Background: an optimization exercise with open tools, aiming at small area. Do not read the settings as production practice.
RTL that was checked went through simulation tests only; none was proved equivalent to the original.
Only the layout flow was run in run 1; the RTL was not checked for function there.
No activity file was given, so power comes from the tool's default toggle rates.

[config.mk]
export PLATFORM = sky130hd
export DESIGN_NAME = alu
export DESIGN_NICKNAME = alu
export VERILOG_FILES = /design/flow/design.v
export SDC_FILE = /design/flow/constraint.sdc
export NUM_CORES = 4
export LEC_CHECK = 0
export ABC_AREA = 1
export CAP_MARGIN = 20
export CORE_MARGIN = 2
export CORE_UTILIZATION = 40
export CTS_BUF_LIST = sky130_fd_sc_hd__clkbuf_8
export CTS_CLUSTER_DIAMETER = 100
export CTS_CLUSTER_SIZE = 40
export SLEW_MARGIN = 20
[constraint.sdc]
create_clock -name core_clock -period 6.5 [get_ports {clk}]
set_input_delay 1.3000 -clock core_clock [delete_from_list [all_inputs] [get_ports {clk}]]
set_output_delay 1.3000 -clock core_clock [all_outputs]
set_load 0.01 [all_outputs]
[design.v]
module alu (
    input clk,
    input [31:0] a,
    input [31:0] b,
    input [4:0] op,
    output reg [31:0] out,
    output reg zflag,
    output reg nflag,
    output reg cflag,
    output reg vflag,
    output wire sflag,
    output reg hflag
);
    assign sflag = nflag ^ vflag;
    wire op_ld  = (op == 5'h01);
    wire op_add = (op == 5'h03);
    wire op_sub = (op == 5'h04);
    wire op_and = (op == 5'h05);
    wire op_or  = (op == 5'h06);
    wire op_xor = (op == 5'h07);
    wire op_not = (op == 5'h08);
    wire op_sl  = (op == 5'h09);
    wire op_sr  = (op == 5'h0A);
    wire upd_f  = op_add | op_sub | op_and | op_or | op_xor | op_not | op_sl | op_sr;
    wire upd_o  = upd_f | op_ld;
    wire arith  = op_add | op_sub;
    wire bsel1 = op_add | op_xor | op_and | op_or | op_not;    
    wire bsel0 = op_sub | op_not;                             
    wire [31:0] bb = (b & {32{bsel1}}) | (~b & {32{bsel0}});
    wire [31:0] g  = a & bb;
    wire [31:0] t  = a | bb;
    wire [31:0] q  = a ^ bb;
    wire [7:0] bg, bp;
    genvar k;
    generate
        for (k = 0; k < 8; k = k + 1) begin : blk
            assign bg[k] = g[4*k+3] | (t[4*k+3] & g[4*k+2]) | (t[4*k+3] & t[4*k+2] & g[4*k+1])
                         | (t[4*k+3] & t[4*k+2] & t[4*k+1] & g[4*k]);
            assign bp[k] = t[4*k+3] & t[4*k+2] & t[4*k+1] & t[4*k];
        end
    endgenerate
    wire [8:0] bc;
    assign bc[0] = op_sub;
    generate
        for (k = 0; k < 8; k = k + 1) begin : bcar
            assign bc[k+1] = bg[k] | (bp[k] & bc[k]);
        end
    endgenerate
    wire [32:0] c;
    generate
        for (k = 0; k < 8; k = k + 1) begin : icar
            assign c[4*k]   = bc[k];
            assign c[4*k+1] = g[4*k]   | (t[4*k]   & c[4*k]);
            assign c[4*k+2] = g[4*k+1] | (t[4*k+1] & c[4*k+1]);
            assign c[4*k+3] = g[4*k+2] | (t[4*k+2] & c[4*k+2]);
        end
    endgenerate
    assign c[32] = bc[8];
    wire [31:0] kk  = ({32{arith}} & c[31:0]) | ({32{op_or}} & g) | ({32{op_and}} & t);
    wire [31:0] sum = q ^ kk;
    wire [15:0] hg = a[15:0] & b[15:0];
    wire [15:0] ht = a[15:0] | b[15:0];
    wire [3:0] hbg, hbp;
    generate
        for (k = 0; k < 4; k = k + 1) begin : hblk
            assign hbg[k] = hg[4*k+3] | (ht[4*k+3] & hg[4*k+2]) | (ht[4*k+3] & ht[4*k+2] & hg[4*k+1])
                          | (ht[4*k+3] & ht[4*k+2] & ht[4*k+1] & hg[4*k]);
            assign hbp[k] = ht[4*k+3] & ht[4*k+2] & ht[4*k+1] & ht[4*k];
        end
    endgenerate
    wire hc1 = hbg[0];
    wire hc2 = hbg[1] | (hbp[1] & hc1);
    wire hc3 = hbg[2] | (hbp[2] & hc2);
    wire k16 = hbg[3] | (hbp[3] & hc3);
    wire [4:0] s = b[4:0] - 5'd1;
    wire sh_ok = (b[31:6] == 26'd0) & (b[5] ? (b[4:0] == 5'd0) : (b[4:0] != 5'd0));
    wire [31:0] ar;
    generate
        for (k = 0; k < 32; k = k + 1) begin : rev
            assign ar[k] = a[31-k];
        end
    endgenerate
    wire [31:0] x  = op_sr ? ar : a;
    wire [31:0] x1 = s[0] ? {x[30:0], 1'b0} : x;
    wire [31:0] x2 = s[1] ? {x1[29:0], 2'b0} : x1;
    wire [31:0] x3 = s[2] ? {x2[27:0], 4'b0} : x2;
    wire [31:0] x4 = s[3] ? {x3[23:0], 8'b0} : x3;
    wire [31:0] sh = s[4] ? {x4[15:0], 16'b0} : x4;
    wire [31:0] shr;
    generate
        for (k = 0; k < 31; k = k + 1) begin : rev2
            assign shr[k] = sh[30-k];
        end
    endgenerate
    assign shr[31] = 1'b0;
    wire en_sl = op_sl & sh_ok;
    wire en_sr = op_sr & sh_ok;
    wire sel_sum = op_ld | op_add | op_sub | op_and | op_or | op_xor | op_not;
    wire [31:0] res = ({32{sel_sum}} & sum)
                    | ({32{en_sl}} & {sh[30:0], 1'b0})
                    | ({32{en_sr}} & shr);
    wire vv = (res[31] & ~a[31] & ~b[31]) | (~res[31] & a[31] & b[31]);
    wire z_n = (res == 32'd0);
    wire n_n = res[31];
    wire v_n = (arith | op_xor | op_sl | op_sr) & vv;
    wire c_n = (op_add & c[32]) | (op_sub & ~c[32]) | ((en_sl | en_sr) & sh[31]);
    wire h_n = (op_add & c[16]) | (op_sub & ~k16 & (b[15:0] != 16'd0)) | ((en_sl | en_sr) & sh[15]);
    wire [31:0] out_n = res | ({32{~upd_o}} & out);
    wire [4:0] fl = {zflag, nflag, cflag, vflag, hflag};
    wire [4:0] fl_n = ({5{upd_f}} & {z_n, n_n, c_n, v_n, h_n}) | ({5{~upd_f}} & fl);
    always @(posedge clk) begin
        out <= out_n;
        {zflag, nflag, cflag, vflag, hflag} <= fl_n;
    end
endmodule
[flow/run.sh]
#!/bin/bash
# Own layout flow: the standard ORFS flow (standard.sh) with two changes:
#  - synthesis runs synth_recipe.tcl with Yosys's abc pass pointed at an
#    area-oriented ABC mapping script (flow/abc_area.script);
#  - no full/half-adder extraction before ABC (ADDER_MAP_FILE empty);
#  - the port buffers that global placement inserts are buf_1 cells.
set -euo pipefail
W=$(pwd)
{ head -1 synth_recipe.tcl; cat flow/my_abc_proc.tcl; tail -n +2 synth_recipe.tcl; } > my_synth.tcl
export MY_ABC_SCRIPT=$W/flow/abc_area.script
bash standard.sh SYNTH_SCRIPT=$W/my_synth.tcl \
  "BUFFER_PORTS_ARGS=-buffer_cell sky130_fd_sc_hd__buf_1" ADDER_MAP_FILE= finish > standard_flow.log 2>&1
[flow/abc_area.script]
strash
dch
map -D 3000
[flow/my_abc_proc.tcl]
# Yosys's abc pass runs the ABC script named by MY_ABC_SCRIPT instead of
# ORFS's abc_area/abc_speed script; everything else is synth_recipe.tcl.
proc abc {args} {
  if {[info exists ::env(MY_ABC_SCRIPT)] && $::env(MY_ABC_SCRIPT) ne ""} {
    set i [lsearch $args -script]
    if {$i >= 0} { set args [lreplace $args [expr {$i+1}] [expr {$i+1}] $::env(MY_ABC_SCRIPT)] }
  }
  puts "my_synth: abc [lsearch -inline -all $args *.script]"
  yosys abc {*}$args
}
[standard.sh]
#!/bin/bash
# synth_recipe.tcl (not shown) runs the flow's synth.tcl, then flattens the netlist and writes it again
# the make line also repeats each setting of config.mk as NAME=value (left out here)
make -C /OpenROAD-flow-scripts/flow DESIGN_CONFIG=/design/flow/config.mk WORK_HOME=/design/flow/orfs CLKGATE_MAP_FILE= SYNTH_SCRIPT=/design/flow/synth_recipe.tcl "${@:-finish}"
==> run notes, run 1 <==
* Pint at 0.531 mW
* Count of flip-flops with a built-in enable after synthesis at 5
* Initial antenna violation count at 0
* Max-capacitance violation count at 0
* Root buffer cell: clkbuf_8
* Unrepaired setup endpoints after global routing: false
* H-tree depth at 2
* Count of port buffers added during placement at 107
* Minimum setup slack among reg-to-reg paths at 5750 ps
* Result of the run: no timing/DRC/antenna violations
* Cells after synthesis at 1130
* Share of the yosys chip area belonging to registers at 13.5%
* Synth Area per Inst at 5.20 µm²
* Number of rows created at floorplan at 44
* Routed wire length at 24900 µm
* Min Hold Slack at 455 ps
* Maximum ir drop on the vdd rail at 97.1 µV
* Starting DRT DRC Count at 989
* Pre-CTS worst setup slack at 826 ps
* Die footprint at 15700 µm²
* DR vias at 8501
* Worst clock skew at 0 ps
* Post-synthesis register bit count at 37
* Number of setup violations in the final report at 0
* Half-perimeter wire length of the detailed placement result at 20200 µm
* Sequential share of power at 31.3%
* Height of the die at 125 µm
* Switching power at 0.496 mW
* Ratio of final minimum period to clock period at 85.1%
* Number of top-level design ports at 108
* Synth Net Count at 1200
* Count of final hold-check violations at 0
* Warning count from the yosys run at 1
* Hold-fix buffer count after cts at 0
* Switching fraction of total power at 48.3%
* Post-synth ARST share at 0%
* Average routed wire per standard cell at 17.2 µm
* First-pass GRT wire length at 39600 µm
* Summed instance area of the synthesized netlist at 5880 µm²
* Number of antenna cells inserted at 0
* Placer's final routability congestion estimate at 1.03
* Number of sinks handled by clock tree synthesis at 37
* Placed instance area at 6670 µm²
* Count of cells resized by post-cts repair at 0
* Critical Path End Type: flip-flop
* Leakage power of the design at 2.52 nW
* Final critical-path setup slack at 969 ps
* Portion of total power attributed to combinational logic at 53.1%
* Final max-slew violation count at 0
* Worst-case headroom to the max-slew limit at 49.4%
* CTS Buf Count at 5
* Commonest register cell after synthesis: dfxtp_1
* Initial cell density of the core at 40.8%
* Number of buffers between clock root and the deepest sink at 2
* Arrival time at the worst endpoint at 5670 ps
* Most common cell after layout, fill and taps aside: nand2_1
* Final instance area at 6760 µm²
* Total negative setup slack at 0 ps
* Clk slew on worst S/H paths at 80 ps
* Pin count of the biggest net entering global routing at 63
* Synthesis-to-finish area growth at 15.0%
* Power Density at 152 nW/µm²
* GRT Resource Usage Total at 31.1%
* Worst setup path class: in -> reg
* Critical Path Source Type: primary input
* Clock tree from TritonCTS: done
* Worst Max-Slew Pin Slew at 757 ps
* Remaining antenna violation count after routing at 0
* Overflow after GRT at 0
* Critical Path Fanout Max at 30
* Number of global-route vias before repair at 7424
* First-pass detailed-route iteration total at 6
* Vias per Instance at 5.87
* Share of power burned in the clock network at 15.6%
* Hold Crit Class: reg -> reg
* Filler cells at 1645
* Final worst path period need at 5530 ps
* Count of cell types in the netlist at 37
* Max frequency at 181 MHz
* Final Net Count at 1333
* Number of design rule violations left after detail routing at 0
* Insertion delay to the later sink of the worst-skew pair at 290 ps
* Critical Path RT at 6640 ps
* Post-CTS Repair Setup Buffers at 0
* Most used cells in the layout excluding fill and tap cells: nand2_1, o21ai_0, nor2_1
* DIE WIDTH at 125 µm
* Proportion of layout cells with a drive suffix above 1 at 3.80%
* Core ar. at 14400 µm²
per-stage QoR:
step	utilization, %	power, mW	std cells
final	46.9	1.03	1448
after global placement	46.3	0.857	1440
after detailed placement	46.3	0.858	1440
after global routing	46.9	1.11	1448
after floorplan	-	0.659	1130
after CTS	46.9	1.02	1448
synthesized netlist by cell type (2+ instances only):
| cell type | n | area (µm²) |
|---|---|---|
| o311ai_0 | 3 | 26.3 |
| o21bai_1 | 5 | 37.5 |
| o21ai_0 | 164 | 821 |
| mux2i_1 | 2 | 20.0 |
| dfxtp_1 | 32 | 641 |
| o2111ai_1 | 2 | 17.5 |
| and2_2 | 3 | 22.5 |
| edfxtp_1 | 5 | 150 |
| or2_2 | 5 | 31.3 |
| o211ai_1 | 25 | 188 |
| nor4_1 | 8 | 50.1 |
| a211oi_1 | 6 | 45.0 |
| o22ai_1 | 19 | 119 |
| nor2_1 | 160 | 601 |
| o221ai_1 | 7 | 61.3 |
| nand2_1 | 319 | 1200 |
| clkinv_1 | 141 | 529 |
| o21a_1 | 3 | 22.5 |
| xor2_1 | 3 | 26.3 |
| a31oi_1 | 34 | 213 |
| a311oi_1 | 4 | 35.0 |
| nand4_1 | 20 | 125 |
| a221oi_1 | 6 | 52.6 |
| o311a_2 | 3 | 33.8 |
| nor3_1 | 13 | 65.1 |
| o22a_2 | 2 | 20.0 |
| a22oi_1 | 5 | 37.5 |
| nand3_1 | 53 | 265 |
| a21oi_1 | 70 | 350 |
cell families (layout without fill, tap and decap cells):
| group | Yosys count | after routing | share of synthesized area (%) |
|---|---|---|---|
| compound gates | 365 | 365 | 36.5 |
| mux | 2 | 2 | 0.341 |
| buf+inv | 141 | 275 | 9.00 |
| flops | 37 | 37 | 13.5 |
| xor+xnor | 3 | 3 | 0.447 |
| simple gates | 582 | 582 | 40.2 |
worst max-delay path: stages:
cell	delay (ps)
buf_1	110
clkinv_1	190
buf_4	290
nand3_1	150
nor2_1	70
clkinv_1	80
nor2_1	80
nor2_2	530
clkinv_1	730
a31oi_1	520
o22ai_1	180
a21oi_1	390
nand3_1	140
nor3_1	210
nand4_1	150
nor3_1	190
nand4_1	140
nor3_1	190
final cells by class:
type                    count  area (µm²)  area share [%]
well taps                 184         230            3.41
multi-input cells         952        4580            67.7
clock inverters             3        17.5           0.259
repair buffers            126         544            8.05
clock buffers               5        68.8            1.02
flip-flops and latches     37         791            11.7
inverters                 141         529            7.83
layer usage:
layer	routed length [µm]	track usage [%]
met3	2690	4.28
met5	0	0
met2	10600	48.7
met1	10400	43.3
met4	1180	12.5
power by group through the flow:
| stage | sequential [mW] | combinational (mW) | clock (mW) |
|---|---|---|---|
| 4_1_cts | 0.322 | 0.534 | 0.162 |
| 5_1_grt | 0.328 | 0.606 | 0.175 |
| 2_1_floorplan | 0.350 | 0.309 | 0 |
| 6_report | 0.322 | 0.546 | 0.160 |
| 3_3_place_gp | 0.327 | 0.530 | 0 |
| 3_5_place_dp | 0.327 | 0.531 | 0 |
final timing paths:
path                        start              end  cells past startpoint
setup / recovery             b[0]        flip-flop                     18
setup reg to reg  out[17]$_DFF_P_  out[17]$_DFF_P_                      2
hold / removal     out[2]$_DFF_P_   out[2]$_DFF_P_                      2
hold reg to reg    out[2]$_DFF_P_   out[2]$_DFF_P_                      2
==> run 2: changes to the inputs <==
--- a/design.v
+++ b/design.v
@@ -13,18 +13,19 @@
 );
     assign sflag = nflag ^ vflag;
-    wire op_ld  = (op == 5'h01);
-    wire op_add = (op == 5'h03);
-    wire op_sub = (op == 5'h04);
-    wire op_and = (op == 5'h05);
-    wire op_or  = (op == 5'h06);
-    wire op_xor = (op == 5'h07);
-    wire op_not = (op == 5'h08);
-    wire op_sl  = (op == 5'h09);
-    wire op_sr  = (op == 5'h0A);
-    wire upd_f  = op_add | op_sub | op_and | op_or | op_xor | op_not | op_sl | op_sr;
-    wire upd_o  = upd_f | op_ld;
+    wire valid  = ~op[4] & ((~op[3] & (op[2] | op[0])) | (op[3] & ~op[2] & ~(op[1] & op[0])));
+    wire op_ld  = ~op[3] & ~op[2] & ~op[1];           
+    wire upd_o  = valid;
+    wire upd_f  = valid & ~op_ld;
+    wire op_add = ~op[2] & op[1] & op[0];             
+    wire op_sub = op[2] & ~op[1] & ~op[0];            
+    wire op_and = op[2] & ~op[1] & op[0];             
+    wire op_or  = op[2] & op[1] & ~op[0];             
+    wire op_xor = op[2] & op[1] & op[0];              
+    wire op_sh  = op[3] & (op[1] | op[0]);            
+    wire op_sl  = op[3] & op[0];                      
+    wire op_sr  = op[3] & op[1];                      
     wire arith  = op_add | op_sub;
-    wire bsel1 = op_add | op_xor | op_and | op_or | op_not;    
-    wire bsel0 = op_sub | op_not;                             
+    wire bsel1 = op[1] | op[3] | (op[2] & op[0]);       
+    wire bsel0 = ~op[1] & ~op[0] & (op[2] | op[3]);     
     wire [31:0] bb = (b & {32{bsel1}}) | (~b & {32{bsel0}});
     wire [31:0] g  = a & bb;
@@ -41,5 +42,5 @@
     endgenerate
     wire [8:0] bc;
-    assign bc[0] = op_sub;
+    assign bc[0] = op[2];    
     generate
         for (k = 0; k < 8; k = k + 1) begin : bcar
@@ -81,5 +82,5 @@
         end
     endgenerate
-    wire [31:0] x  = op_sr ? ar : a;
+    wire [31:0] x  = op[1] ? ar : a;
     wire [31:0] x1 = s[0] ? {x[30:0], 1'b0} : x;
     wire [31:0] x2 = s[1] ? {x1[29:0], 2'b0} : x1;
@@ -94,7 +95,7 @@
     endgenerate
     assign shr[31] = 1'b0;
-    wire en_sl = op_sl & sh_ok;
-    wire en_sr = op_sr & sh_ok;
-    wire sel_sum = op_ld | op_add | op_sub | op_and | op_or | op_xor | op_not;
+    wire en_sl = valid & op_sl & sh_ok;
+    wire en_sr = valid & op_sr & sh_ok;
+    wire sel_sum = valid & ~op_sh;
     wire [31:0] res = ({32{sel_sum}} & sum)
                     | ({32{en_sl}} & {sh[30:0], 1'b0})
@@ -103,13 +104,17 @@
     wire z_n = (res == 32'd0);
     wire n_n = res[31];
-    wire v_n = (arith | op_xor | op_sl | op_sr) & vv;
-    wire c_n = (op_add & c[32]) | (op_sub & ~c[32]) | ((en_sl | en_sr) & sh[31]);
-    wire h_n = (op_add & c[16]) | (op_sub & ~k16 & (b[15:0] != 16'd0)) | ((en_sl | en_sr) & sh[15]);
+    wire v_n = (arith | op_xor | op_sh) & vv;
+    wire c_n = (arith & (c[32] ^ op[2])) | (op_sh & sh_ok & sh[31]);
+    wire h_n = (op_add & c[16]) | (op_sub & ~k16 & (b[15:0] != 16'd0)) | (op_sh & sh_ok & sh[15]);
     wire [31:0] out_n = res | ({32{~upd_o}} & out);
-    wire [4:0] fl = {zflag, nflag, cflag, vflag, hflag};
-    wire [4:0] fl_n = ({5{upd_f}} & {z_n, n_n, c_n, v_n, h_n}) | ({5{~upd_f}} & fl);
     always @(posedge clk) begin
         out <= out_n;
-        {zflag, nflag, cflag, vflag, hflag} <= fl_n;
+        if (upd_f) begin
+            zflag <= z_n;
+            nflag <= n_n;
+            cflag <= c_n;
+            vflag <= v_n;
+            hflag <= h_n;
+        end
     end
 endmodule
==> flow/abc_area.script (replaced) <==
strash
&get -n
&dch
&nf -R 1000
&put
--- a/config.mk
+++ b/config.mk
@@ -13,3 +13,4 @@
 export CTS_CLUSTER_DIAMETER = 100
 export CTS_CLUSTER_SIZE = 40
+export GPL_TIMING_DRIVEN = 0
 export SLEW_MARGIN = 20
==> run notes, run 2 <==
* Placer's final routability congestion estimate at 0.996 (was 1.03)
* Most used cells in the layout excluding fill and tap cells: nand2_1, nor2_1, buf_1 (was nand2_1, o21ai_0, nor2_1)
* Sequential share of power at 26.7% (was 31.3%)
* Worst clock skew at 0 ps (unchanged)
* Remaining antenna violation count after routing at 0 (unchanged)
* Root buffer cell: clkbuf_8 (unchanged)
* Starting DRT DRC Count at 703 (was 989)
* Count of cell types in the netlist at 51 (was 37)
* Summed instance area of the synthesized netlist at 5480 µm² (was 5880 µm²)
* Number of rows created at floorplan at 42 (was 44)
* Critical Path End Type: flip-flop (unchanged)
* Die footprint at 14700 µm² (was 15700 µm²)
* Flip-flop count of the largest register after layout at 32
* Switching power at 0.531 mW (was 0.496 mW)
* Final Net Count at 1087 (was 1333)
* Delay contributed by the slowest stage of the critical path at 490 ps (was 730 ps)
* Maximum ir drop on the vdd rail at 83.2 µV (was 97.1 µV)
* Most frequent cells after synthesis: nand2_1, nor2_1, o21ai_0, a21oi_1, o221ai_1 (was nand2_1, o21ai_0, nor2_1, clkinv_1, a21oi_1)
* Critical Path RT at 6610 ps (was 6640 ps)
* DIE WIDTH at 121 µm (was 125 µm)
* Worst setup path class: in -> reg (unchanged)
* Pre-CTS worst setup slack at -1500 ps (was 826 ps)
* Post-synthesis register bit count at 37 (unchanged)
* Number of buffers between clock root and the deepest sink at 2 (unchanged)
* Warning count from the yosys run at 1 (unchanged)
* Share of power burned in the clock network at 13.8% (was 15.6%)
* Synth Net Count at 939 (was 1200)
* Number of sinks handled by clock tree synthesis at 37 (unchanged)
* Max-capacitance violation count at 0 (unchanged)
* Number of setup violations in the final report at 0 (unchanged)
* Average routed wire per standard cell at 19.1 µm (was 17.2 µm)
* Ratio of final minimum period to clock period at 97.6% (was 85.1%)
* DR vias at 7340 (was 8501)
* Commonest register cell after synthesis: dfxtp_1 (unchanged)
* Synthesis-to-finish area growth at 24.5% (was 15.0%)
* Cells taking the most area after synthesis: nand2_1, dfxtp_1, o21ai_0, nor2_1, a21oi_1 (was nand2_1, o21ai_0, dfxtp_1, nor2_1, clkinv_1)
* Final critical-path setup slack at 153 ps (was 969 ps)
* H-tree depth at 2 (unchanged)
* Number of antenna cells inserted at 0 (unchanged)
* Clock tree from TritonCTS: done (unchanged)
* Pint at 0.592 mW (was 0.531 mW)
* Most frequent cell after synthesis: nand2_1 (unchanged)
* Most common cell after layout, fill and taps aside: nand2_1 (unchanged)
* Cells after synthesis at 869 (was 1130)
* Filler cells at 1414 (was 1645)
* Final worst path period need at 6350 ps (was 5530 ps)
* Final max-slew violation count at 0 (unchanged)
* Multi-input logic area at 4960 µm² (was 4580 µm²)
* Core ar. at 13300 µm² (was 14400 µm²)
* GRT Resource Usage Total at 29.6% (was 31.1%)
* Largest delay contributor family on the critical path: simple AND/OR/NAND/NOR gates (unchanged)
* Number of top-level design ports at 108 (unchanged)
* Power Density at 165 nW/µm² (was 152 nW/µm²)
* Portion of total power attributed to combinational logic at 59.5% (was 53.1%)
* Core occupancy in the finished layout at 51.3% (was 46.9%)
* First-pass GRT wire length at 33900 µm (was 39600 µm)
* Critical Path Fanout Max at 13 (was 30)
* Hold Crit Class: reg -> reg (unchanged)
* Arrival time at the worst endpoint at 6460 ps (was 5670 ps)
* Hold-fix buffer count after cts at 0 (unchanged)
* Count of final hold-check violations at 0 (unchanged)
* Post-synth top area cell: nand2_1 (unchanged)
* Initial antenna violation count at 0 (unchanged)
* Pin count of the biggest net entering global routing at 41 (was 63)
* Switching fraction of total power at 47.3% (was 48.3%)
* Routed wire length at 22900 µm (was 24900 µm)
* Number of global-route vias before repair at 6174 (was 7424)
* Register containing the most flip-flops in the final layout: out
* CTS Buf Count at 5 (unchanged)
* Half-perimeter wire length of the detailed placement result at 17100 µm (was 20200 µm)
* Count of buffering cells on the critical path with inverters included at 3 (was 5)
* Height of the die at 121 µm (was 125 µm)
* Max frequency at 158 MHz (was 181 MHz)
* Vias per Instance at 6.15 (was 5.87)
* Overflow after GRT at 0 (unchanged)
* Area taken by flip-flops and latches at 791 µm² (unchanged)
* First-pass detailed-route iteration total at 6 (unchanged)
* Worst-case headroom to the max-slew limit at 41.9% (was 49.4%)
* Result of the run: no timing/DRC/antenna violations (unchanged)
* Post-synth ARST share at 0% (unchanged)
* Share of the yosys chip area belonging to registers at 14.4% (was 13.5%)
* Power after layout at 1.12 mW (was 1.03 mW)
* Post-synth top area share at 13.1% (was 20.4%)
* Synth Area per Inst at 6.31 µm² (was 5.20 µm²)
* Critical Path Source Type: primary input (unchanged)
* Leakage power of the design at 2.68 nW (was 2.52 nW)
* Clk slew on worst S/H paths at 80 ps (about the same)
* Insertion delay to the later sink of the worst-skew pair at 290 ps (about the same)
* Number of design rule violations left after detail routing at 0 (unchanged)
* Proportion of layout cells with a drive suffix above 1 at 9.14% (was 3.80%)
* Count of port buffers added during placement at 107 (unchanged)
* Count of flip-flops with a built-in enable after synthesis at 5 (unchanged)
* Initial cell density of the core at 41.2% (was 40.8%)
* Crit-path slowest cell: or4_1 (was clkinv_1)
* Worst Max-Slew Pin Slew at 871 ps (was 757 ps)
## run 2: stage by stage
stage / setup TNS [ps] / std cells / cell area [µm²] / hold WS [ps]
after global placement: -69470 / 1152 / 6100 / 423
after floorplan: 0 / 869 / 5480 / 463
after global routing: -29.6 / 1194 / 6820 / 465
after CTS: 0 / 1181 / 6570 / 440
final: 0 / 1194 / 6820 / 439
after detailed placement: -10790 / 1163 / 6320 / 429
## run 2: kinds of logic (layout without fill, tap and decap cells)
| family | after synthesis | after routing | synth area share (%) |
|---|---|---|---|
| AOI/OAI and AO/OA | 322 | 324 | 36.8 |
| adders and majority gates | 1 | 1 | 0.183 |
| muxes | 48 | 48 | 9.89 |
| buffers and inverters | 5 | 150 | 0.343 |
| DFF | 37 | 37 | 14.4 |
| xor gates and xnor gates | 29 | 29 | 4.63 |
| and+or+nand+nor | 427 | 429 | 33.7 |
## run 2: layout make-up
cell class / count / share of cell area (%)
clock inverter: 3 / 0.257
clock buffer: 5 / 1.01
inverter: 5 / 0.275
multi-input combinational: 831 / 72.8
timing repair buffer: 137 / 10.9
sequential: 37 / 11.6
tap: 176 / 3.23
## run 2: worst paths after layout
kind                   startpoint         endpoint  depth (start not counted)  slack, ps
setup / recovery            op[1]  zflag$_DFFE_PP_                         27        150
hold / removal    out[29]$_DFF_P_  out[29]$_DFF_P_                          2        440
setup reg to reg  out[19]$_DFF_P_  out[19]$_DFF_P_                          1       5920
hold reg to reg   out[29]$_DFF_P_  out[29]$_DFF_P_                          2        440
## run 2: per-layer routing
metal  GRT usage [%]  share of wire [%]  vias to the layer above
met5               0                  0                        -
met4            8.36                2.7                        0
met3            4.28                9.2                       42
met2            48.1                 45                      371
met1            40.7                 43                     3352
li1                -                  -                     3575
## run 2: what timing repair did
action	4_1_cts	5_1_grt
pin swaps	9	22
gates cloned	3	2
setup endpoints to repair	10	2
buffers inserted	7	11
resized for setup	26	41
## run 2: power by group through the flow
stage          logic (mW)  registers [mW]  clock network [mW]
2_1_floorplan       0.364           0.324                   0
3_3_place_gp        0.585           0.303                   0
3_5_place_dp        0.604           0.305                   0
4_1_cts             0.624           0.300               0.154
5_1_grt             0.725           0.306               0.165
6_report            0.668           0.300               0.155
==> run 3: changes to the inputs <==
==> flow/abc_area.script (replaced) <==
strash
dch
map -D 3000
--- a/config.mk
+++ b/config.mk
@@ -13,4 +13,3 @@
 export CTS_CLUSTER_DIAMETER = 100
 export CTS_CLUSTER_SIZE = 40
-export GPL_TIMING_DRIVEN = 0
 export SLEW_MARGIN = 20
==> run notes, run 3 <==
* Critical Path Fanout Max at 28 (was 13)
* Post-synth ARST share at 0% (unchanged)
* Worst Max-Slew Pin Slew at 1140 ps (was 871 ps)
* Proportion of layout cells with a drive suffix above 1 at 4.17% (was 9.14%)
* Final critical-path setup slack at 666 ps (was 153 ps)
* Routed wire length at 25000 µm (was 22900 µm)
* CP Capture Point: zflag$_DFFE_PP_ (unchanged)
* Final Net Count at 1315 (was 1087)
* Placed instance area at 6610 µm² (was 6320 µm²)
* Ratio of final minimum period to clock period at 89.7% (was 97.6%)
* Power after layout at 1.07 mW (was 1.12 mW)
* Post-synthesis register bit count at 37 (unchanged)
* Synth Net Count at 1172 (was 939)
* Overflow after GRT at 0 (unchanged)
* Final instance area at 6700 µm² (was 6820 µm²)
* Worst-case headroom to the max-slew limit at 23.4% (was 41.9%)
* Cells taking the most area after synthesis: nand2_1, nor2_1, o21ai_0, dfxtp_1, clkinv_1 (was nand2_1, dfxtp_1, o21ai_0, nor2_1, a21oi_1)
* Most frequent cell after synthesis: nand2_1 (unchanged)
* Number of global-route vias before repair at 7221 (was 6174)
* Initial antenna violation count at 0 (unchanged)
* Worst setup path class: in -> reg (unchanged)
* Root buffer cell: clkbuf_8 (unchanged)
* Core occupancy in the finished layout at 48.0% (was 51.3%)
* Placer's final routability congestion estimate at 1.00 (was 0.996)
* Summed instance area of the synthesized netlist at 5750 µm² (was 5480 µm²)
* Cells after synthesis at 1102 (was 869)
* Worst reg2reg endpoint: out[23]$_DFF_P_ (was out[19]$_DFF_P_)
* Max-capacitance violation count at 0 (unchanged)
* Die footprint at 15300 µm² (was 14700 µm²)
* Critical Path End Type: flip-flop (unchanged)
* Most common cell after layout, fill and taps aside: nand2_1 (unchanged)
* First-pass GRT wire length at 38200 µm (was 33900 µm)
* Max frequency at 171 MHz (was 158 MHz)
* Number of design rule violations left after detail routing at 0 (unchanged)
* Maximum ir drop on the vdd rail at 88.6 µV (was 83.2 µV)
* Number of buffers between clock root and the deepest sink at 2 (unchanged)
* Min Hold Slack at 451 ps (was 439 ps)
* Number of setup violations in the final report at 0 (unchanged)
* Most frequent cells after synthesis: nand2_1, nor2_1, clkinv_1, o21ai_0, a21oi_1 (was nand2_1, nor2_1, o21ai_0, a21oi_1, o221ai_1)
* Hold Crit Class: reg -> reg (unchanged)
* Height of the die at 124 µm (was 121 µm)
* Average routed wire per standard cell at 17.5 µm (was 19.1 µm)
* Post-synth top area cell: nand2_1 (unchanged)
* Core ar. at 13900 µm² (was 13300 µm²)
* Register containing the most flip-flops in the final layout: out (unchanged)
* DIE WIDTH at 124 µm (was 121 µm)
* Power Density at 159 nW/µm² (was 165 nW/µm²)
* DR vias at 8211 (was 7340)
* Synth Area per Inst at 5.22 µm² (was 6.31 µm²)
* Worst clock skew at 0 ps (unchanged)
* Number of sinks handled by clock tree synthesis at 37 (unchanged)
* Initial cell density of the core at 41.2% (about the same)
* GRT Resource Usage Total at 32.5% (was 29.6%)
* Finished Layout Cells at 1426 (was 1194)
* FF-to-FF path depth at 1 (unchanged)
* Clock tree from TritonCTS: done (unchanged)
* Warning count from the yosys run at 1 (unchanged)
* Share of the yosys chip area belonging to registers at 13.8% (was 14.4%)
* Result of the run: no timing/DRC/antenna violations (unchanged)
* Final max-slew violation count at 0 (unchanged)
* Minimum setup slack among reg-to-reg paths at 5900 ps (was 5920 ps)
* Most used cells in the layout excluding fill and tap cells: nand2_1, nor2_1, clkinv_1 (was nand2_1, nor2_1, buf_1)
* Count of cell types in the netlist at 39 (was 51)
* Count of flip-flops with a built-in enable after synthesis at 5 (unchanged)
* Arrival time at the worst endpoint at 6000 ps (was 6460 ps)
* Number of top-level design ports at 108 (unchanged)
* Number of antenna cells inserted at 0 (unchanged)
* Start of the worst register-to-register path: out[23]$_DFF_P_ (was out[19]$_DFF_P_)
* Post-synth top area share at 21.0% (was 13.1%)
* Starting DRT DRC Count at 849 (was 703)
* Flip-flop count of the largest register after layout at 32 (unchanged)
* Pre-CTS worst setup slack at 430 ps (was -1500 ps)
* CTS Buf Count at 5 (unchanged)
* Pin count of the biggest net entering global routing at 62 (was 41)
* Total negative setup slack at 0 ps (unchanged)
* H-tree depth at 2 (unchanged)
* Synthesis-to-finish area growth at 16.5% (was 24.5%)
* Unrepaired setup endpoints after global routing: false
* Leakage power of the design at 2.69 nW (was 2.68 nW)
* Beginning of the critical path: op[0] (was op[1])
* Count of final hold-check violations at 0 (unchanged)
* Vias per Instance at 5.76 (was 6.15)
* Number of rows created at floorplan at 43 (was 42)
* First-pass detailed-route iteration total at 7 (was 6)
* Clk slew on worst S/H paths at 70 ps (was 80 ps)
* Commonest register cell after synthesis: dfxtp_1 (unchanged)
* Insertion delay to the later sink of the worst-skew pair at 300 ps (was 290 ps)
* Critical Path RT at 6660 ps (was 6610 ps)
* Count of port buffers added during placement at 107 (unchanged)
* Remaining antenna violation count after routing at 0 (unchanged)
* Critical Path Source Type: primary input (unchanged)
* Placed Instances at 1418 (was 1163)
* Final worst path period need at 5830 ps (was 6350 ps)
* Half-perimeter wire length of the detailed placement result at 20200 µm (was 17100 µm)
run 3: cell type report:
| class | count | area [µm²] |
|---|---|---|
| fill | 1611 | 7240 |
| multi-input combinational | 931 | 4470 |
| sequential | 37 | 791 |
| timing repair buffer | 136 | 621 |
| inverter | 134 | 503 |
| tap | 180 | 225 |
| clock buffer | 6 | 82.6 |
| clock inverter | 2 | 7.51 |
run 3: metal layers:
layer | share of wire, % | wire, µm | global-route usage (%) | up-vias
met5 | 0 | 0 | 0 | -
met1 | 44 | 10900 | 43.7 | 3593
li1 | - | - | - | 4133
met4 | 5.0 | 1250 | 13.3 | 0
met3 | 7.7 | 1930 | 4.35 | 79
met2 | 43 | 10800 | 52.4 | 406
run 3: worst max-delay path, stage by stage:
cell and delay (ps):
buf_1 200, nor2_1 110, o21ai_2 120, buf_4 360, nor2_1 70, a21oi_1 170
nand2_1 130, a21oi_1 130, o21ai_0 90, a31oi_1 150, o21a_1 180, nor3_1 50
or2_2 330, a221oi_1 340, buf_4 200, a21oi_1 90, o21ai_0 220, o21ai_0 110
a221oi_1 360, a21oi_1 130, a221oi_1 480, nand4_1 140, nor3_1 250, nand4_1 160
nor2_1 120
run 3: worst min-delay path by stage:
stage               slack [ps]              end            start  depth (start not counted)
detailed placement         440  out[19]$_DFF_P_  out[19]$_DFF_P_                          2
finish                     450  out[19]$_DFF_P_  out[19]$_DFF_P_                          2
global placement           440   out[8]$_DFF_P_   out[8]$_DFF_P_                          2
floorplan                  480   out[0]$_DFF_P_   out[0]$_DFF_P_                          2
global route               470   out[1]$_DFF_P_   out[1]$_DFF_P_                          2
CTS                        460   out[1]$_DFF_P_   out[1]$_DFF_P_                          2
run 3: repair_timing:
action | 4_1_cts | 5_1_grt
endpoints found under the setup margin | 0 | 3
gates resized for setup | 0 | 1
setup buffers | 0 | 0
hold buffers | 0 | 0
run 3: report_power, final:
group	switching, mW	internal [mW]
Combinational	0.411	0.189
Sequential	0.0201	0.275
Clock	0.0869	0.0834
run 3: cells by family (layout without fill, tap and decap cells):
| family | Yosys count | in the layout | share of synthesized area [%] |
|---|---|---|---|
| xor+xnor | 1 | 1 | 0.152 |
| flops | 37 | 37 | 13.8 |
| mux | 1 | 1 | 0.174 |
| buf+inv | 134 | 278 | 8.75 |
| compound gates | 356 | 356 | 37.7 |
| simple gates | 573 | 573 | 39.5 |
==> run 4: changes to the inputs <==
--- a/design.v
+++ b/design.v
@@ -5,5 +5,5 @@
     input [4:0] op,
     output reg [31:0] out,
-    output reg zflag,
+    output wire zflag,
     output reg nflag,
     output reg cflag,
@@ -102,14 +102,17 @@
                     | ({32{en_sr}} & shr);
     wire vv = (res[31] & ~a[31] & ~b[31]) | (~res[31] & a[31] & b[31]);
-    wire z_n = (res == 32'd0);
     wire n_n = res[31];
     wire v_n = (arith | op_xor | op_sh) & vv;
     wire c_n = (arith & (c[32] ^ op[2])) | (op_sh & sh_ok & sh[31]);
     wire h_n = (op_add & c[16]) | (op_sub & ~k16 & (b[15:0] != 16'd0)) | (op_sh & sh_ok & sh[15]);
+    reg z_live, z_save;
+    assign zflag = z_live ? (out == 32'd0) : z_save;
+    wire op_ldv = valid & op_ld;
     wire [31:0] out_n = res | ({32{~upd_o}} & out);
     always @(posedge clk) begin
         out <= out_n;
+        if (upd_f | op_ldv) z_live <= upd_f;
+        if (op_ldv) z_save <= zflag;
         if (upd_f) begin
-            zflag <= z_n;
             nflag <= n_n;
             cflag <= c_n;
==> run notes, run 4 <==
* Number of setup violations in the final report at 0 (unchanged)
* Pint at 0.645 mW (was 0.547 mW)
* Max frequency at 173 MHz (was 171 MHz)
* Cell with the most instances on the worst path: nand2_1 (was a21oi_1)
* Area taken by flip-flops and latches at 821 µm² (was 791 µm²)
* Worst Max-Slew Pin Slew at 972 ps (was 1140 ps)
* Filler cells at 1570 (was 1611)
* Arrival time at the worst endpoint at 5820 ps (was 6000 ps)
* GRT Resource Usage Total at 31.2% (was 32.5%)
* Synth Area per Inst at 5.35 µm² (was 5.22 µm²)
* Commonest register cell after synthesis: dfxtp_1 (unchanged)
* Post-CTS Repair Setup Buffers at 0 (unchanged)
* Final instance area at 6580 µm² (was 6700 µm²)
* Number of design rule violations left after detail routing at 0 (unchanged)
* Initial antenna violation count at 0 (unchanged)
* Flip-flop count of the largest register after layout at 32 (unchanged)
* Worst reg2reg endpoint: z_save$_DFFE_PP_ (was out[23]$_DFF_P_)
* FF-to-FF path depth at 3 (was 1)
* Number of sinks handled by clock tree synthesis at 38 (was 37)
* Insertion delay to the later sink of the worst-skew pair at 290 ps (was 300 ps)
* Minimum setup slack among reg-to-reg paths at 5040 ps (was 5900 ps)
* Most used cells in the layout excluding fill and tap cells: nand2_1, nor2_1, o21ai_0 (was nand2_1, nor2_1, clkinv_1)
* Critical Path RT at 6540 ps (was 6660 ps)
* Number of global-route vias before repair at 6564 (was 7221)
* Height of the die at 123 µm (was 124 µm)
* Total negative setup slack at 0 ps (unchanged)
* Result of the run: no timing/DRC/antenna violations (unchanged)
* DR vias at 7963 (was 8211)
* Clock tree from TritonCTS: done (unchanged)
* Post-synth top area cell: nand2_1 (unchanged)
* Worst setup path class: in -> reg (unchanged)
* Share of power burned in the clock network at 21.1% (was 16.0%)
* Share of the yosys chip area belonging to registers at 14.6% (was 13.8%)
* Switching power at 0.545 mW (was 0.518 mW)
* Unrepaired setup endpoints after global routing: false (unchanged)
* Remaining antenna violation count after routing at 0 (unchanged)
* Ratio of final minimum period to clock period at 88.9% (was 89.7%)
* Post-synthesis register bit count at 38 (was 37)
* Synth Net Count at 1123 (was 1172)
* Most frequent cells after synthesis: nand2_1, nor2_1, o21ai_0, clkinv_1, a21oi_1 (was nand2_1, nor2_1, clkinv_1, o21ai_0, a21oi_1)
* Vias per Instance at 5.82 (was 5.76)
* Core occupancy in the finished layout at 47.6% (was 48.0%)
* Routed wire length at 23900 µm (was 25000 µm)
* First-pass detailed-route iteration total at 7 (unchanged)
* Maximum ir drop on the vdd rail at 90.0 µV (was 88.6 µV)
* Starting DRT DRC Count at 1161 (was 849)
* Cells taking the most area after synthesis: nand2_1, o21ai_0, dfxtp_1, nor2_1, clkinv_1 (was nand2_1, nor2_1, o21ai_0, dfxtp_1, clkinv_1)
* Final Net Count at 1258 (was 1315)
* Final worst path period need at 5780 ps (was 5830 ps)
* Core ar. at 13800 µm² (was 13900 µm²)
* Post-synth top area share at 17.8% (was 21.0%)
* Pin count of the biggest net entering global routing at 62 (unchanged)
* CP Capture Point: vflag$_DFFE_PP_ (was zflag$_DFFE_PP_)
* Count of cell types in the netlist at 35 (was 39)
* Beginning of the critical path: op[2] (was op[0])
* Delay contributed by the slowest stage of the critical path at 390 ps (was 480 ps)
* Count of cells resized by post-cts repair at 0 (unchanged)
* Number of antenna cells inserted at 0 (unchanged)
* Critical Path Source Type: primary input (unchanged)
* Hold-fix buffer count after cts at 0 (unchanged)
* CTS Buf Count at 5 (unchanged)
* DIE WIDTH at 123 µm (was 124 µm)
* Number of top-level design ports at 108 (unchanged)
* Count of flip-flops with a built-in enable after synthesis at 6 (was 5)
* Count of port buffers added during placement at 107 (unchanged)
* Post-synth ARST share at 0% (unchanged)
* Summed instance area of the synthesized netlist at 5640 µm² (was 5750 µm²)
* Critical Path Fanout Max at 12 (was 28)
* Warning count from the yosys run at 1 (unchanged)
* Cell count of the worst hold path at 2 (unchanged)
* Critical Path End Type: flip-flop (unchanged)
* Most common cell after layout, fill and taps aside: nand2_1 (unchanged)
* H-tree depth at 2 (unchanged)
* Pre-CTS worst setup slack at 589 ps (was 430 ps)
* Count of final hold-check violations at 0 (unchanged)
* Number of rows created at floorplan at 43 (unchanged)
* Max-capacitance violation count at 0 (unchanged)
* Switching fraction of total power at 45.8% (was 48.6%)
* Register containing the most flip-flops in the final layout: out (unchanged)
* Hold Crit Class: reg -> reg (unchanged)
* Half-perimeter wire length of the detailed placement result at 19100 µm (was 20200 µm)
* Final max-slew violation count at 0 (unchanged)
* Most frequent cell after synthesis: nand2_1 (unchanged)
* Cells after synthesis at 1053 (was 1102)
* Number of buffers between clock root and the deepest sink at 2 (unchanged)
* Placed instance area at 6430 µm² (was 6610 µm²)
* Crit-path slowest cell: a221o_2 (was a221oi_1)
* Power Density at 181 nW/µm² (was 159 nW/µm²)
* Final critical-path setup slack at 719 ps (was 666 ps)
* Initial cell density of the core at 40.8% (was 41.2%)
* Multi-input logic area at 4340 µm² (was 4470 µm²)
* Proportion of layout cells with a drive suffix above 1 at 3.45% (was 4.17%)
* Sequential share of power at 27.2% (was 27.7%)
* Average routed wire per standard cell at 17.5 µm (about the same)
* Clk slew on worst S/H paths at 80 ps (was 70 ps)
* Worst clock skew at 4.15 ps (was 0 ps)
* First-pass GRT wire length at 36000 µm (was 38200 µm)
* Leakage power of the design at 2.45 nW (was 2.69 nW)
* Root buffer cell: clkbuf_8 (unchanged)
* Die footprint at 15100 µm² (was 15300 µm²)
* Overflow after GRT at 0 (unchanged)
* Placer's final routability congestion estimate at 0.974 (was 1.00)
* Portion of total power attributed to combinational logic at 51.7% (was 56.4%)
* Worst-case headroom to the max-slew limit at 35.1% (was 23.4%)
* Start of the worst register-to-register path: out[7]$_DFF_P_ (was out[23]$_DFF_P_)
* Synthesis-to-finish area growth at 16.7% (was 16.5%)
[run 4: changes by cell type after synthesis, sizes merged, moves of 6 or more]
cell	delta
nor2	-15
nor3	+13
a22oi	+12
nor4	+9
a211oi	-8
xor2	+10
nand3	-14
a21oi	+12
nand2	-53
a21o	-6
a31oi	-17
[run 4: layout make-up]
cell class / count / area share [%]
timing repair buffer: 128 / 8.52
multi-input combinational: 884 / 65.9
clock buffer: 6 / 1.26
clock inverter: 2 / 0.913
sequential: 38 / 12.5
tap: 180 / 3.42
inverter: 131 / 7.48
[run 4: power by group through the flow]
stage / logic (mW) / registers, mW / clock network [mW]
after floorplan: 0.363 / 0.337 / 0
after global placement: 0.595 / 0.327 / 0
after detailed placement: 0.598 / 0.328 / 0
after CTS: 0.600 / 0.322 / 0.250
after global routing: 0.680 / 0.328 / 0.262
final: 0.615 / 0.324 / 0.251
[run 4: critical path: cells and delay by family]
kind / cells / cell delay [ps]
simple gates: 17 / 2380
buf+inv: 2 / 290
compound gates: 9 / 1830
[run 4: kinds of logic after synthesis]
| group | share of synthesized area [%] |
|---|---|
| buffers and inverters | 8.72 |
| adders and majority gates | 0.178 |
| muxes | 0.355 |
| and+or+nand+nor | 36.0 |
| AOI/OAI and AO/OA | 38.0 |
| xor gates and xnor gates | 2.18 |
| DFF | 14.6 |
[run 4: layer usage]
metal,global-route usage (%),wire length (µm),vias to the layer above
li1,-,-,3981
met4,13.1,1100,0
met2,45.3,9900,406
met5,0,0,-
met1,45.6,10600,3521
met3,4.55,2280,55
[run 4: how the worst min path moves through the flow]
stage,startpoint,end,slack (ps)
floorplan,out[31]$_DFF_P_,out[31]$_DFF_P_,490
detailed placement,out[2]$_DFF_P_,out[2]$_DFF_P_,520
global route,out[31]$_DFF_P_,out[31]$_DFF_P_,540
global placement,out[18]$_DFF_P_,out[18]$_DFF_P_,510
CTS,out[31]$_DFF_P_,out[31]$_DFF_P_,540
finish,out[18]$_DFF_P_,out[18]$_DFF_P_,540
[run 4: per-stage QoR]
stage	hold slack [ps]	power [mW]	cells
after detailed placement	518	0.925	1361
after CTS	536	1.17	1369
after global routing	545	1.27	1369
after floorplan	488	0.700	1053
final	536	1.19	1369
after global placement	512	0.922	1361
==> run 5: changes to the inputs <==
==> flow/abc_area.script (replaced) <==
strash
&get -n
&dch
&nf -R 1000
&put
--- a/config.mk
+++ b/config.mk
@@ -13,3 +13,4 @@
 export CTS_CLUSTER_DIAMETER = 100
 export CTS_CLUSTER_SIZE = 40
+export GPL_TIMING_DRIVEN = 0
 export SLEW_MARGIN = 20
==> run notes, run 5 <==
* Synth Net Count at 960 (was 1123)
* Synthesis-to-finish area growth at 19.7% (was 16.7%)
* Power Density at 173 nW/µm² (was 181 nW/µm²)
* Clock tree from TritonCTS: done (unchanged)
* First-pass detailed-route iteration total at 5 (was 7)
* Number of rows created at floorplan at 42 (was 43)
* Flip-flop count of the largest register after layout at 32 (unchanged)
* Critical Path End Type: flip-flop (unchanged)
* Count of flip-flops with a built-in enable after synthesis at 6 (unchanged)
* Critical Path RT at 6640 ps (was 6540 ps)
* Post-synth top area share at 13.3% (was 17.8%)
* Clk slew on worst S/H paths at 70 ps (was 80 ps)
* Start of the worst register-to-register path: out[6]$_DFF_P_ (was out[7]$_DFF_P_)
* DR vias at 7101 (was 7963)
* Core occupancy in the finished layout at 49.4% (was 47.6%)
* Number of buffers between clock root and the deepest sink at 2 (unchanged)
* Initial cell density of the core at 41.3% (was 40.8%)
* Critical Path Fanout Max at 19 (was 12)
* Remaining antenna violation count after routing at 0 (unchanged)
* Post-synth top area cell: nand2_1 (unchanged)
* Cells taking the most area after synthesis: nand2_1, o21ai_0, dfxtp_1, nor2_1, a21oi_1 (was nand2_1, o21ai_0, dfxtp_1, nor2_1, clkinv_1)
* Worst Max-Slew Pin Slew at 973 ps (was 972 ps)
* Commonest register cell after synthesis: dfxtp_1 (unchanged)
* Warning count from the yosys run at 1 (unchanged)
* Number of sinks handled by clock tree synthesis at 38 (unchanged)
* DIE WIDTH at 121 µm (was 123 µm)
* Placer's final routability congestion estimate at 0.975 (was 0.974)
* Vias per Instance at 5.92 (was 5.82)
* Max frequency at 159 MHz (was 173 MHz)
* Hold-fix buffer count after cts at 0 (unchanged)
* Worst clock skew at 6.13 ps (was 4.15 ps)
* Synth Area per Inst at 6.16 µm² (was 5.35 µm²)
* CTS Buf Count at 5 (unchanged)
* H-tree depth at 2 (unchanged)
* Most used cells in the layout excluding fill and tap cells: nand2_1, nor2_1, o21ai_0 (unchanged)
* Placed instance area at 6330 µm² (was 6430 µm²)
* Most frequent cells after synthesis: nand2_1, nor2_1, o21ai_0, a21oi_1, dfxtp_1 (was nand2_1, nor2_1, o21ai_0, clkinv_1, a21oi_1)
* Multi-input logic area at 4810 µm² (was 4340 µm²)
* Worst setup path class: in -> reg (unchanged)
* Count of final hold-check violations at 0 (unchanged)
* Beginning of the critical path: op[1] (was op[2])
* Ratio of final minimum period to clock period at 96.8% (was 88.9%)
* Critical Path Source Type: primary input (unchanged)
* Post-synth ARST share at 0% (unchanged)
* Pin count of the biggest net entering global routing at 45 (was 62)
* Count of port buffers added during placement at 107 (unchanged)
* Average routed wire per standard cell at 18.3 µm (was 17.5 µm)
* First-pass GRT wire length at 33500 µm (was 36000 µm)
* Hold Crit Class: reg -> reg (unchanged)
* Routed wire length at 21900 µm (was 23900 µm)
* Hold Path Origin: out[31]$_DFF_P_ (was out[18]$_DFF_P_)
* Number of design rule violations left after detail routing at 0 (unchanged)
* Count of cell types in the netlist at 46 (was 35)
* Summed instance area of the synthesized netlist at 5490 µm² (was 5640 µm²)
* Final max-slew violation count at 0 (unchanged)
* Final worst path period need at 6290 ps (was 5780 ps)
* Number of global-route vias before repair at 6066 (was 6564)
* Result of the run: no timing/DRC/antenna violations (unchanged)
* Most frequent cell after synthesis: nand2_1 (unchanged)
* Height of the die at 121 µm (was 123 µm)
* Number of top-level design ports at 108 (unchanged)
* Half-perimeter wire length of the detailed placement result at 16900 µm (was 19100 µm)
* Number of setup violations in the final report at 0 (unchanged)
* Max-capacitance violation count at 0 (unchanged)
* Most common cell after layout, fill and taps aside: nand2_1 (unchanged)
* Core ar. at 13300 µm² (was 13800 µm²)
* Overflow after GRT at 0 (unchanged)
* Share of the yosys chip area belonging to registers at 15.0% (was 14.6%)
* Initial antenna violation count at 0 (unchanged)
* Die footprint at 14700 µm² (was 15100 µm²)
* Leakage power of the design at 2.43 nW (was 2.45 nW)
* Min Hold Slack at 485 ps (was 536 ps)
* Filler cells at 1455 (was 1570)
* GRT Resource Usage Total at 29.1% (was 31.2%)
* Number of antenna cells inserted at 0 (unchanged)
* Maximum ir drop on the vdd rail at 65.9 µV (was 90.0 µV)
* Pre-CTS worst setup slack at -1520 ps (was 589 ps)
* Cells after synthesis at 890 (was 1053)
* Final critical-path setup slack at 208 ps (was 719 ps)
* Final instance area at 6570 µm² (was 6580 µm²)
* Arrival time at the worst endpoint at 6430 ps (was 5820 ps)
* Starting DRT DRC Count at 625 (was 1161)
* Post-synthesis register bit count at 38 (unchanged)
* Worst-case headroom to the max-slew limit at 35.1% (about the same)
* Insertion delay to the later sink of the worst-skew pair at 300 ps (was 290 ps)
* Area taken by flip-flops and latches at 821 µm² (unchanged)
* Root buffer cell: clkbuf_8 (unchanged)
* Proportion of layout cells with a drive suffix above 1 at 5.28% (was 3.45%)
* Final Net Count at 1092 (was 1258)
* Register containing the most flip-flops in the final layout: out (unchanged)
run 5: worst max-delay path, stage by stage:
cell	delay (ps)
clkbuf_4	240
buf_12	210
nor2_2	120
nand2_4	200
nand2_1	70
o21ai_1	120
or2_0	220
nand2_1	130
o31ai_4	310
o21ai_1	170
a21oi_2	270
a31oi_1	200
nor3_2	250
nor3_2	50
buf_4	160
o22ai_2	290
a41oi_2	230
o311ai_2	350
nand2_1	100
nand2_1	100
nand2_1	60
nand2_1	110
a21oi_2	80
a2bb2oi_1	170
mux2_1	390
a21oi_4	250
o21ai_0	120
a21oi_1	150
run 5: worst paths after layout:
check,end,slack [ps],cells after the start
max,vflag$_DFFE_PP_,210,28
min,out[31]$_DFF_P_,480,2
max reg2reg,z_save$_DFFE_PP_,5090,4
min reg2reg,out[31]$_DFF_P_,480,2
run 5: layout make-up:
type / instances / area share [%]
multi-input combinational: 849 / 73.3
inverter: 5 / 0.286
clock buffer: 5 / 1.05
tap: 176 / 3.35
sequential: 38 / 12.5
timing repair buffer: 123 / 9.37
clock inverter: 3 / 0.190
run 5: timing repair:
| action | in CTS | in global routing |
|---|---|---|
| endpoints found under the setup margin | 9 | 3 |
| resized for setup | 15 | 11 |
| gates cloned | 1 | 2 |
| buffers inserted | 0 | 4 |
| pin swaps | 1 | 4 |
run 5: layer usage:
layer  track usage, %  vias to the layer above  part of all wire (%)
met3             1.83                       27                   6.7
li1                 -                     3562                     -
met1             42.5                     3239                    46
met4             7.19                        0                   2.3
met5                0                        -                     0
met2             46.4                      273                    45
run 5: logic make-up (layout without fill, tap and decap cells):
logic type | count (synthesis) | count (layout) | share of synthesized area, %
buffers and inverters | 5 | 136 | 0.342
AND/OR/NAND/NOR | 432 | 434 | 33.4
adder cells (fa/ha/maj) | 1 | 1 | 0.182
flip-flops | 38 | 38 | 15.0
AO/OA/AOI/OAI | 332 | 332 | 36.3
XOR/XNOR | 35 | 35 | 5.59
multiplexers | 47 | 47 | 9.26
run 5: where the power goes:
part | switching (mW) | internal, mW | total, mW
Sequential | 0.0373 | 0.285 | 0.322
Combinational | 0.424 | 0.231 | 0.655
Clock | 0.0835 | 0.0722 | 0.156
Total | 0.545 | 0.588 | 1.13
run 5: per-stage QoR:
| stage | setup TNS, ps | cells | power (mW) |
|---|---|---|---|
| floorplan | 0 | 890 | 0.712 |
| global placement | -58290 | 1173 | 0.929 |
| detailed placement | -7810 | 1184 | 0.946 |
| CTS | 0 | 1193 | 1.11 |
| global route | -18.7 | 1199 | 1.21 |
| finish | 0 | 1199 | 1.13 |
==> run 6: changes to the inputs <==
--- a/config.mk
+++ b/config.mk
@@ -10,7 +10,6 @@
 export CORE_MARGIN = 2
 export CORE_UTILIZATION = 40
-export CTS_BUF_LIST = sky130_fd_sc_hd__clkbuf_8
+export CTS_BUF_LIST = sky130_fd_sc_hd__clkbuf_4
 export CTS_CLUSTER_DIAMETER = 100
 export CTS_CLUSTER_SIZE = 40
-export GPL_TIMING_DRIVEN = 0
 export SLEW_MARGIN = 20
==> run notes, run 6 <==
* Unrepaired setup endpoints after global routing: false
* Beginning of the critical path: op[1] (unchanged)
* GRT Resource Usage Total at 29.6% (was 29.1%)
* Synth Area per Inst at 6.16 µm² (unchanged)
* Flip-flop count of the largest register after layout at 32 (unchanged)
* Final worst path period need at 5970 ps (was 6290 ps)
* Critical Path End Type: flip-flop (unchanged)
* Result of the run: no timing/DRC/antenna violations (unchanged)
* Power after layout at 1.12 mW (was 1.13 mW)
* Start of the worst register-to-register path: out[7]$_DFF_P_ (was out[6]$_DFF_P_)
* Wire length on met2 at 9770 µm (was 9880 µm)
* Worst Max-Slew Pin Slew at 946 ps (was 973 ps)
* Height of the die at 121 µm (unchanged)
* Max-capacitance violation count at 0 (unchanged)
* CTS Buf Count at 5 (unchanged)
* Clock tree from TritonCTS: done (unchanged)
* Warning count from the yosys run at 1 (unchanged)
* Ratio of final minimum period to clock period at 91.8% (was 96.8%)
* Area fraction in compound gates after synthesis at 36.3% (unchanged)
* DR vias at 7162 (was 7101)
* Post-synth top area cell: nand2_1 (unchanged)
* Uppermost signal routing layer after detailed routing: met4 (unchanged)
* Initial cell density of the core at 41.3% (unchanged)
* Starting DRT DRC Count at 710 (was 625)
* First-pass GRT wire length at 34000 µm (was 33500 µm)
* Simple-gate area share of the yosys netlist at 33.4% (unchanged)
* Count of cells resized by post-cts repair at 0 (was 15)
* Cells taking the most area after synthesis: nand2_1, o21ai_0, dfxtp_1, nor2_1, a21oi_1 (unchanged)
* First-pass detailed-route iteration total at 5 (unchanged)
* Number of global-route vias before repair at 6253 (was 6066)
* Commonest register cell after synthesis: dfxtp_1 (unchanged)
* Number of rows created at floorplan at 42 (unchanged)
* Most used cells in the layout excluding fill and tap cells: nand2_1, nor2_1, o21ai_0 (unchanged)
* Final max-slew violation count at 0 (unchanged)
* Hold Path Origin: out[30]$_DFF_P_ (was out[31]$_DFF_P_)
* Arrival time at the worst endpoint at 6180 ps (was 6430 ps)
* Pin count of the biggest net entering global routing at 61 (was 45)
* Filler cells at 1486 (was 1455)
* Core ar. at 13300 µm² (unchanged)
* Maximum ir drop on the vdd rail at 68.1 µV (was 65.9 µV)
* Min Hold Slack at 502 ps (was 485 ps)
* Count of flip-flops with a built-in enable after synthesis at 6 (unchanged)
* Multiplexer share of the synthesized area at 9.26% (unchanged)
* Leakage power of the design at 2.40 nW (was 2.43 nW)
* Synthesis-to-finish area growth at 17.1% (was 19.7%)
* DIE WIDTH at 121 µm (unchanged)
* Number of antenna cells inserted at 0 (unchanged)
* Number of design rule violations left after detail routing at 0 (unchanged)
* Number of setup violations in the final report at 0 (unchanged)
* Half-perimeter wire length of the detailed placement result at 17600 µm (was 16900 µm)
* Worst clock skew at 7.41 ps (was 6.13 ps)
* Number of buffers between clock root and the deepest sink at 2 (unchanged)
* Arithmetic-cell share of the synthesized area counting full adders, half adders and majority gates at 0.182% (unchanged)
* Main combinational cell family by area after synthesis: compound AO/OA/AOI/OAI gates (unchanged)
* Number of top-level design ports at 108 (unchanged)
* Post-synth top area share at 13.3% (unchanged)
* Post-synthesis register bit count at 38 (unchanged)
* Critical Path Source Type: primary input (unchanged)
* Initial antenna violation count at 0 (unchanged)
* Post-CTS Repair Setup Buffers at 0 (unchanged)
* Total negative setup slack at 0 ps (unchanged)
* Root buffer cell: clkbuf_4 (was clkbuf_8)
* Number of sinks handled by clock tree synthesis at 38 (unchanged)
* Insertion delay to the later sink of the worst-skew pair at 350 ps (was 300 ps)
* Hold Crit Class: reg -> reg (unchanged)
* Final Net Count at 1099 (was 1092)
* Hold-fix buffer count after cts at 0 (unchanged)
* Xor/xnor cell area share of the yosys netlist at 5.59% (unchanged)
* Routed metal-1 wirelength at 9990 µm (was 10100 µm)
* Synth Net Count at 960 (unchanged)
* Share of the yosys chip area belonging to registers at 15.0% (unchanged)
* H-tree depth at 2 (unchanged)
* Placed instance area at 6330 µm² (about the same)
* Critical Path Fanout Max at 32 (was 19)
* Power Density at 174 nW/µm² (was 173 nW/µm²)
* Placer's final routability congestion estimate at 0.974 (was 0.975)
* Remaining antenna violation count after routing at 0 (unchanged)
* Summed instance area of the synthesized netlist at 5490 µm² (unchanged)
* Count of final hold-check violations at 0 (unchanged)
* Final instance area at 6420 µm² (was 6570 µm²)
* Cells after synthesis at 890 (unchanged)
* Count of port buffers added during placement at 107 (unchanged)
* WL met3 at 1590 µm (was 1460 µm)
* Most frequent cells after synthesis: nand2_1, nor2_1, o21ai_0, a21oi_1, dfxtp_1 (unchanged)
* Post-synth ARST share at 0% (unchanged)
* Average routed wire per standard cell at 18.1 µm (was 18.3 µm)
* Vias per Instance at 5.94 (was 5.92)
* Proportion of layout cells with a drive suffix above 1 at 4.08% (was 5.28%)
* Register containing the most flip-flops in the final layout: out (unchanged)
* Max frequency at 168 MHz (was 159 MHz)
* Critical Path RT at 6710 ps (was 6640 ps)
* Most common cell after layout, fill and taps aside: nand2_1 (unchanged)
* Count of cell types in the netlist at 46 (unchanged)
* Most frequent cell after synthesis: nand2_1 (unchanged)
* Worst-case headroom to the max-slew limit at 36.9% (was 35.1%)
* Routed wire length at 21900 µm (about the same)
* Die footprint at 14700 µm² (unchanged)
* Overflow after GRT at 0 (unchanged)
* Clk slew on worst S/H paths at 110 ps (was 70 ps)
* Worst setup path class: in -> reg (unchanged)
==> run 6: cell counts after synthesis <==
Identical to the previous run, type by type.
==> run 6: layout make-up <==
cell class | instances | area, µm² | area share [%]
Multi-Input combinational cell | 847 | 4680 | 72.9
Sequential cell | 38 | 821 | 12.8
Timing Repair Buffer | 132 | 604 | 9.41
Tap cell | 176 | 220 | 3.43
Clock inverter | 3 | 40.0 | 0.623
Clock buffer | 5 | 37.5 | 0.584
Inverter | 5 | 18.8 | 0.292
==> run 6: path summary, 6_finish.rpt <==
check,to,slack (ps),cells after the start
worst min register to register,out[30]$_DFF_P_,500,2
worst max register to register,z_save$_DFFE_PP_,4950,4
worst min-delay path,out[30]$_DFF_P_,500,2
worst max-delay path,vflag$_DFFE_PP_,530,26
==> run 6: kinds of logic after synthesis <==
logic type,Yosys count
xor gates and xnor gates,35
adders and majority gates,1
and+or+nand+nor,432
AOI/OAI and AO/OA,332
buffers and inverters,5
DFF,38
muxes,47
==> run 6: worst max-delay path, stage by stage <==
cell       delay, ps
clkbuf_2         170
nor2_1           190
o21ai_2          100
buf_12           160
o21ai_1          230
or2_0            220
nand2_1           90
o31ai_2          330
o21ai_0          240
a21oi_2          250
a31oi_1          170
nor3_1           220
nor3_1           100
o22ai_1          270
a41oi_1          250
o311ai_2         380
nand2_1           90
nand2_1           90
nand2_1           60
nand2_1          120
a21oi_1           70
a2bb2oi_1        180
mux2_1           320
a21oi_1          290
o21ai_0          150
a21oi_1          140
==> run 6: per-layer routing <==
layer | vias to the layer above | track usage (%)
met1 | 3259 | 43.3
met5 | - | 0
met4 | 0 | 8.14
met2 | 299 | 47.0
li1 | 3575 | -
met3 | 29 | 1.74
==> run 6: stage by stage <==
| step | std cells | setup WS, ps | utilization, % |
|---|---|---|---|
| finish | 1206 | 534 | 48.3 |
| global route | 1206 | 75.2 | 48.3 |
| CTS | 1206 | 165 | 48.2 |
| detailed placement | 1198 | -193 | 47.6 |
| global placement | 1198 | 33.9 | 47.6 |
| floorplan | 890 | 47.6 | - |
==> run 6: power breakdown <==
part	switching [mW]	total [mW]	internal, mW
clock network	0.0797	0.159	0.0796
registers	0.0355	0.320	0.285
logic	0.417	0.639	0.223
total	0.532	1.12	0.587
==> run 7: changes to the inputs <==
==> flow/abc_area.script (replaced) <==
strash
&get -n
&dch -f
&nf -R 1000
&put
==> run notes, run 7 <==
* Result of the run: no timing/DRC/antenna violations (unchanged)
* Post-synth ARST share at 0% (unchanged)
* Post-synth top area cell: nand2_1 (unchanged)
* Post-synth top area share at 13.4% (was 13.3%)
* Portion of total power attributed to combinational logic at 59.0% (was 57.1%)
* Leakage power of the design at 2.34 nW (was 2.40 nW)
* Pin count of the biggest net entering global routing at 65 (was 61)
* Number of sinks handled by clock tree synthesis at 38 (unchanged)
* H-tree depth at 2 (unchanged)
* Remaining antenna violation count after routing at 0 (unchanged)
* Count of cell types in the netlist at 40 (was 46)
* Sequential share of power at 29.7% (was 28.6%)
* Number of setup violations in the final report at 0 (unchanged)
* Number of antenna cells inserted at 0 (unchanged)
* Ratio of final minimum period to clock period at 90.5% (was 91.8%)
* Count of final hold-check violations at 0 (unchanged)
* Uppermost signal routing layer after detailed routing: met4 (unchanged)
* Count of cells resized by post-cts repair at 0 (unchanged)
* Number of design rule violations left after detail routing at 0 (unchanged)
* Area taken by flip-flops and latches at 821 µm² (unchanged)
* Core ar. at 13300 µm² (unchanged)
* Arrival time at the worst endpoint at 6070 ps (was 6180 ps)
* Overflow after GRT at 0 (unchanged)
* Cells after synthesis at 886 (was 890)
* Worst Max-Slew Pin Slew at 1110 ps (was 946 ps)
* Starting DRT DRC Count at 685 (was 710)
* Average routed wire per standard cell at 18.5 µm (was 18.1 µm)
* DR vias at 7155 (was 7162)
* Routed metal-1 wirelength at 9820 µm (was 9990 µm)
* GRT Resource Usage Total at 29.9% (was 29.6%)
* Clk slew on worst S/H paths at 120 ps (was 110 ps)
* Most frequent cell after synthesis: nand2_1 (unchanged)
* Proportion of layout cells with a drive suffix above 1 at 3.81% (was 4.08%)
* Switching power at 0.540 mW (was 0.532 mW)
-- run 7: changes by cell type after synthesis, sizes merged, moves of 4 or more --
| cell | before | now |
|---|---|---|
| a21oi | 78 | 85 |
| nand2b | 13 | 7 |
| a311oi | 0 | 4 |
| nor3 | 14 | 10 |
| a211oi | 2 | 9 |
| nor2 | 143 | 130 |
| o211ai | 27 | 31 |
-- run 7: logic make-up after synthesis --
| group | Yosys count | share of synthesized area, % |
|---|---|---|
| DFF | 38 | 15.0 |
| xor gates and xnor gates | 35 | 5.62 |
| adders and majority gates | 1 | 0.183 |
| buffers and inverters | 8 | 0.550 |
| AOI/OAI and AO/OA | 343 | 37.5 |
| muxes | 45 | 8.65 |
| and+or+nand+nor | 416 | 32.4 |
-- run 7: metrics by stage --
stage | instance area, µm² | worst slack [ps] | instances | hold slack (ps) | utilization (%)
finish | 6340 | 615 | 1199 | 531 | 47.7
global route | 6340 | 54.4 | 1199 | 563 | 47.7
CTS | 6340 | 720 | 1199 | 541 | 47.7
detailed placement | 6290 | 328 | 1191 | 513 | 47.3
global placement | 6290 | 577 | 1191 | 507 | 47.3
floorplan | 5460 | 342 | 886 | 518 | -
-- run 7: layer usage --
metal / track usage (%) / vias to the layer above
li1: - / 3583
met1: 42.7 / 3190
met2: 47.0 / 349
met3: 4.10 / 33
met4: 8.43 / 0
met5: 0 / -
-- run 7: critical path: stages --
cell      delay [ps]
buf_1            170
nor2_1           230
o21ai_2          110
buf_4            210
o21ai_0          200
nand2_1          170
o211a_1          260
o22ai_1          210
nand2_1          110
o211ai_1         100
nand3_1          150
nor3_1           210
a211oi_1         100
o31ai_1          360
a21oi_1          170
o31ai_1          430
nand2_1           90
o221ai_1         120
nand2_1           80
nand2_1          110
o21ai_0          120
nand2_1           90
nand3_1           70
o221ai_1         130
xnor2_1          100
o22ai_1          270
a21oi_1          130
a311oi_1         260
-- run 7: layout make-up --
type | count | share of cell area, %
sequential | 38 | 12.9
inverter | 8 | 0.473
timing repair buffer | 129 | 8.97
multi-input combinational | 840 | 73.3
tap | 176 | 3.47
clock inverter | 3 | 0.256
clock buffer | 5 | 0.592
-- run 7: power groups by stage --
stage | Sequential [mW] | Clock, mW | Combinational [mW]
3_3_place_gp | 0.326 | 0 | 0.621
6_report | 0.323 | 0.122 | 0.640
4_1_cts | 0.322 | 0.123 | 0.626
2_1_floorplan | 0.339 | 0 | 0.377
3_5_place_dp | 0.327 | 0 | 0.625
5_1_grt | 0.327 | 0.134 | 0.703
-- run 7: worst paths after layout --
path / start / to / slack [ps] / cells past startpoint
max reg2reg: out[15]$_DFF_P_ / z_save$_DFFE_PP_ / 5120 / 4
min: out[30]$_DFF_P_ / out[30]$_DFF_P_ / 530 / 2
max: op[0] / vflag$_DFFE_PP_ / 610 / 28
min reg2reg: out[30]$_DFF_P_ / out[30]$_DFF_P_ / 530 / 2

Check on run 7: ideal ports give 0.615 ns setup slack; a clkbuf_16 on the clock port and buf_2 on the inputs give 0.613 ns; moving port delays by the midpoint clock arrival (0.373 ns) as well gives 0.239 ns.
